Context: an optimization exercise on an open-source flow, tuned for small area. The choices shown serve that exercise and are no tape-out recipe.
Function was checked by simulation only, so behaviour that the tests miss may differ from the original.

==> inputs of run Z <==
==> flow/design.v (excerpt) <==
module PongGame_Board1 (
    input clock,
    input reset,             
    input [1:0] p0_move,
    input [1:0] p1_move,
    input [2:0] p0_colour,
    input [2:0] p1_colour,
    input p0_play,
    input p1_play,
    output [6:0] hex0,
    output [6:0] hex5,
    output [6:0] hex4,
    output [9:0] led,
    output [3:0] p1_scoreOut,
    output vga_clk,
    output vga_hs,
    output vga_vs,
    output [7:0] vga_R,
    output [7:0] vga_G,
    output [7:0] vga_B
);
==> module M_ticks, before the edit <==
module M_ticks(input clock, input reset, output pix, output pmove_tick, output bally_tick,
               output ballx_tick, output vga_clk);
    reg [2:0] q8;        
    reg [4:0] a;         
    reg [2:0] b;         
    wire a_wrap = a[4] & ~a[3] & ~a[1] & ~a[0];              
    wire b_wrap = b[1] & b[0];                               
    assign pix        = ~q8[0];
    assign pmove_tick = a_wrap & ~q8[2] & q8[1] & q8[0];     
    assign bally_tick = a_wrap & b_wrap & ~q8[0];            
    assign ballx_tick = a_wrap & b_wrap & ~q8[1] & q8[0];    
    always @(posedge clock) begin
        if (reset) q8 <= 3'd0;
        else q8 <= {q8[2] ^ (q8[1] & q8[0]), q8[1] ^ q8[0], ~q8[0]};
        if (reset | a_wrap) a <= 5'd0;
        else a <= {a[3:0], ~(a[4] ^ a[2])};
        if (reset | (a_wrap & b_wrap)) b <= 3'd0;
        else if (a_wrap) b <= {b[1:0], ~(b[2] ^ b[0])};
    end
    assign vga_clk = q8[0];
endmodule
clock: 10.0 ns
lec_check: 0
cap_margin: 20
core_margin: 2
core_utilization: 40
slew_margin: 20
standard.sh (not shown) runs the stock make flow with config.mk's settings and CLKGATE_MAP_FILE= SYNTH_SCRIPT=/design/flow/synth_recipe.tcl, a recipe that flattens the netlist after the stock synthesis.
==> flow/flow/run.sh <==
#!/bin/bash
# Layout flow: the standard ORFS flow (standard.sh) with changes that only
# affect how the netlist is mapped and how cells are sized/selected, not the
# design, the constraints or the registers:
#  - synthesis maps logic with an area-oriented ABC script
#    (flow/abc_deepsyn.script) run with several sets of random seeds, keeping
#    the smallest result (flow/multi_abc.tcl), instead of ORFS's speed script;
#    adders are left to ABC instead of being extracted into half/full-adder cells (ADDER_MAP_FILE
#    empty); everything else in synthesis is unchanged (same synth_recipe.tcl,
#    same registers and names);
#  - port buffers use the smallest buffer cell (buf_1);
#  - the constant outputs share one tie cell per value (no tie-fanout repair);
#  - the clock tree uses clkbuf_8 buffers and no dummy loads.
set -euo pipefail
HERE=$(pwd)
FLOWDIR=$HERE/flow

for s in 0 1 2 3 4; do
    sed -e "s/SEED0/$s/" -e "s/SEED1/$((s + 10))/" -e "s/SEED2/$((s + 20))/" -e "s/SEED3/$((s + 30))/" \
        -e "s/SEED4/$((s + 40))/" -e "s/SEED5/$((s + 50))/" -e "s/SEED6/$((s + 60))/" -e "s/SEED7/$((s + 70))/" \
        "$FLOWDIR/abc_deepsyn.script" > "$HERE/abc_s$s.script"
done

# ORFS synth.tcl with the ABC call replaced by the multi-seed mapping
sed "s#log_cmd abc {\*}\$abc_args#set my_flow_dir $HERE; source $FLOWDIR/multi_abc.tcl#" \
    "$FLOW_HOME/scripts/synth.tcl" > "$HERE/synth_area.tcl"
grep -q "multi_abc.tcl" "$HERE/synth_area.tcl"
# The standard flow's synthesis script, sourcing the patched synth.tcl
sed "s#\$::env(SCRIPTS_DIR)/synth.tcl#$HERE/synth_area.tcl#" synth_recipe.tcl > "$HERE/synth_recipe_area.tcl"
grep -q "synth_area.tcl" "$HERE/synth_recipe_area.tcl"

bash standard.sh \
    SYNTH_SCRIPT="$HERE/synth_recipe_area.tcl" \
    ADDER_MAP_FILE= \
    SKIP_REPAIR_TIE_FANOUT=1 \
    "BUFFER_PORTS_ARGS=-buffer_cell sky130_fd_sc_hd__buf_1" \
    "CTS_ARGS=-sink_clustering_enable -repair_clock_nets -dont_use_dummy_load -buf_list sky130_fd_sc_hd__clkbuf_8" \
    finish > "$HERE/standard.log" 2>&1
==> flow/flow/abc_deepsyn.script <==
strash
&get -n
&deepsyn -S SEED0 -T 20
&put
&get -n
&deepsyn -S SEED1 -T 20
&put
&get -n
&deepsyn -S SEED2 -T 20
&put
&get -n
&deepsyn -S SEED3 -T 20
&put
&get -n
&deepsyn -S SEED4 -T 20
&put
&get -n
&deepsyn -S SEED5 -T 20
&put
&get -n
&deepsyn -S SEED6 -T 20
&put
&get -n
&deepsyn -S SEED7 -T 20
&put
&get -n
&dch -f
&nf -R 1000
&put
==> flow/flow/multi_abc.tcl <==
# Technology mapping with an area-oriented ABC script (flow/abc_deepsyn.script:
# eight rounds of &deepsyn, then mapping), run with several sets of random
# seeds; the smallest mapped netlist is kept.
# Sourced by synth_area.tcl in place of ORFS's single "abc" call, with
# abc_args and lib_args as ORFS's synth.tcl sets them; my_flow_dir is
# set by run.sh.
design -save my_pre_abc
set my_best_area -1
set my_best_seed -1
foreach my_seed {s0 s1 s2 s3 s4} {
  design -load my_pre_abc
  set my_script [file join $my_flow_dir abc_$my_seed.script]
  log_cmd abc {*}[lreplace $abc_args 1 1 $my_script]
  set my_stat [tee -q -s result.string stat {*}$lib_args]
  if { ![regexp {Chip area for (?:top )?module '[^']*': ([0-9.]+)} $my_stat -> my_area] } {
    error "multi_abc: no area in stat output"
  }
  puts "multi_abc: seed $my_seed area $my_area"
  if { $my_best_area < 0 || $my_area < $my_best_area } {
    set my_best_area $my_area
    set my_best_seed $my_seed
    design -save my_best_abc
  }
}
design -load my_best_abc
puts "multi_abc: kept seed $my_best_seed area $my_best_area"
==> run G: changes against run Z <==
--- a/flow/design.v
+++ b/flow/design.v
@@ -2,7 +2,7 @@
                output ballx_tick, output vga_clk);
-    reg [2:0] q8;        
-    reg [4:0] a;         
-    reg [2:0] b;         
-    wire a_wrap = a[4] & ~a[3] & ~a[1] & ~a[0];              
-    wire b_wrap = b[1] & b[0];                               
+    reg [2:0] q8;
+    reg [4:0] a25;
+    reg [2:0] b5;
+    wire a_wrap = a25[4] & a25[3];                           
+    wire b_wrap = b5[2];                                     
     assign pix        = ~q8[0];
@@ -12,8 +12,11 @@
     always @(posedge clock) begin
-        if (reset) q8 <= 3'd0;
-        else q8 <= {q8[2] ^ (q8[1] & q8[0]), q8[1] ^ q8[0], ~q8[0]};
-        if (reset | a_wrap) a <= 5'd0;
-        else a <= {a[3:0], ~(a[4] ^ a[2])};
-        if (reset | (a_wrap & b_wrap)) b <= 3'd0;
-        else if (a_wrap) b <= {b[1:0], ~(b[2] ^ b[0])};
+        if (reset) begin
+            q8 <= 3'd0;
+            a25 <= 5'd0;
+            b5 <= 3'd0;
+        end else begin
+            q8 <= q8 + 3'd1;
+            a25 <= a_wrap ? 5'd0 : a25 + 5'd1;
+            if (a_wrap) b5 <= b_wrap ? 3'd0 : b5 + 3'd1;
+        end
     end
--- a/flow/flow/run.sh
+++ b/flow/flow/run.sh
@@ -5,5 +5,5 @@
 #  - synthesis maps logic with an area-oriented ABC script
-#    (flow/abc_deepsyn.script) run with several sets of random seeds, keeping
-#    the smallest result (flow/multi_abc.tcl), instead of ORFS's speed script;
-#    adders are left to ABC instead of being extracted into half/full-adder cells (ADDER_MAP_FILE
+#    (flow/abc_deepsyn.script) run with several random seeds, keeping the
+#    smallest result (flow/multi_abc.tcl), instead of ORFS's speed script; adders are left to
+#    ABC instead of being extracted into half/full-adder cells (ADDER_MAP_FILE
 #    empty); everything else in synthesis is unchanged (same synth_recipe.tcl,
@@ -17,6 +17,4 @@
 
-for s in 0 1 2 3 4; do
-    sed -e "s/SEED0/$s/" -e "s/SEED1/$((s + 10))/" -e "s/SEED2/$((s + 20))/" -e "s/SEED3/$((s + 30))/" \
-        -e "s/SEED4/$((s + 40))/" -e "s/SEED5/$((s + 50))/" -e "s/SEED6/$((s + 60))/" -e "s/SEED7/$((s + 70))/" \
-        "$FLOWDIR/abc_deepsyn.script" > "$HERE/abc_s$s.script"
+for s in 0 1 2 3 4 5 6 7 8 9; do
+    sed "s/SEED/$s/" "$FLOWDIR/abc_deepsyn.script" > "$HERE/abc_s$s.script"
 done
==> flow/flow/abc_deepsyn.script (replaced) <==
strash
&get -n
&deepsyn -S SEED -T 20
&put
&get -n
&dch -f
&nf -R 1000
&put
--- a/flow/flow/multi_abc.tcl
+++ b/flow/flow/multi_abc.tcl
@@ -1,4 +1,4 @@
-# Technology mapping with an area-oriented ABC script (flow/abc_deepsyn.script:
-# eight rounds of &deepsyn, then mapping), run with several sets of random
-# seeds; the smallest mapped netlist is kept.
+# Technology mapping with an area-oriented ABC script (flow/abc_deepsyn.script),
+# run with several random seeds of ABC's &deepsyn; the smallest mapped
+# netlist is kept.
 # Sourced by synth_area.tcl in place of ORFS's single "abc" call, with
@@ -9,3 +9,3 @@
 set my_best_seed -1
-foreach my_seed {s0 s1 s2 s3 s4} {
+foreach my_seed {s0 s1 s2 s3 s4 s5 s6 s7 s8 s9} {
   design -load my_pre_abc
==> flow_summary.toml <==
[detailed_routing]
drt_iter0_drc = 359

[final_layout]
seq_share_pct = 30.7
multi_input_area_um2 = 3360

[logic_synthesis]
synth_area_leaders = "dfxtp_1, nor2_1, xnor2_1, o21ai_0, a21oi_1"
synthAdderAreaFrac_pct = 0.731
muxShareOfSynthArea_pct = 3.72

[floorplanning]
die-area_um2 = 14600

[status]
status = "complete, no violations"

[worst_hold_path]
hp-start = "u_out.col[0]$_SDFFCE_PP0P_"
-- figures above: run G

==> flow_summary.toml <==
[logic_synthesis]
synth_area_leaders = "dfxtp_1, nor2_1, a21oi_1, o21ai_0, buf_4"
muxShareOfSynthArea_pct = 2.25

[status]
status = "complete, no violations"

[worst_hold_path]
hp-start = "u_out.col[1]$_SDFFCE_PP0P_"
-- figures above: run Z

==> port drivers added, routing unchanged <==
The results above use ideal ports. As a check the final layouts listed here were re-extracted and re-timed, cells and wires unchanged.
Step 1 sets driving cells, clkbuf_16 on the clock port and buf_2 on the other inputs (assumed; they add their load-dependent delay and slew).
Step 2 adds t to the input delays and takes it off the output delays; t is the mean of the earliest and latest rising clock arrival at the registers after step 1. Input paths then give back, and output paths get back, about the clock's delay inside the block.
Slacks: no drivers / after step 1 / after step 2; pairs: no drivers / after step 1.
run | t, ns | slack for setup (ns) | hold WS [ns] | pins driven straight from the clock port
run Z | 0.412 | 4.347 / 4.347 / 4.347 | 0.438 / 0.438 / 0.438 | 1
run G | 0.397 | 3.854 / 3.854 / 3.854 | 0.470 / 0.470 / 0.470 | 1
After both steps every run listed still meets setup and hold.
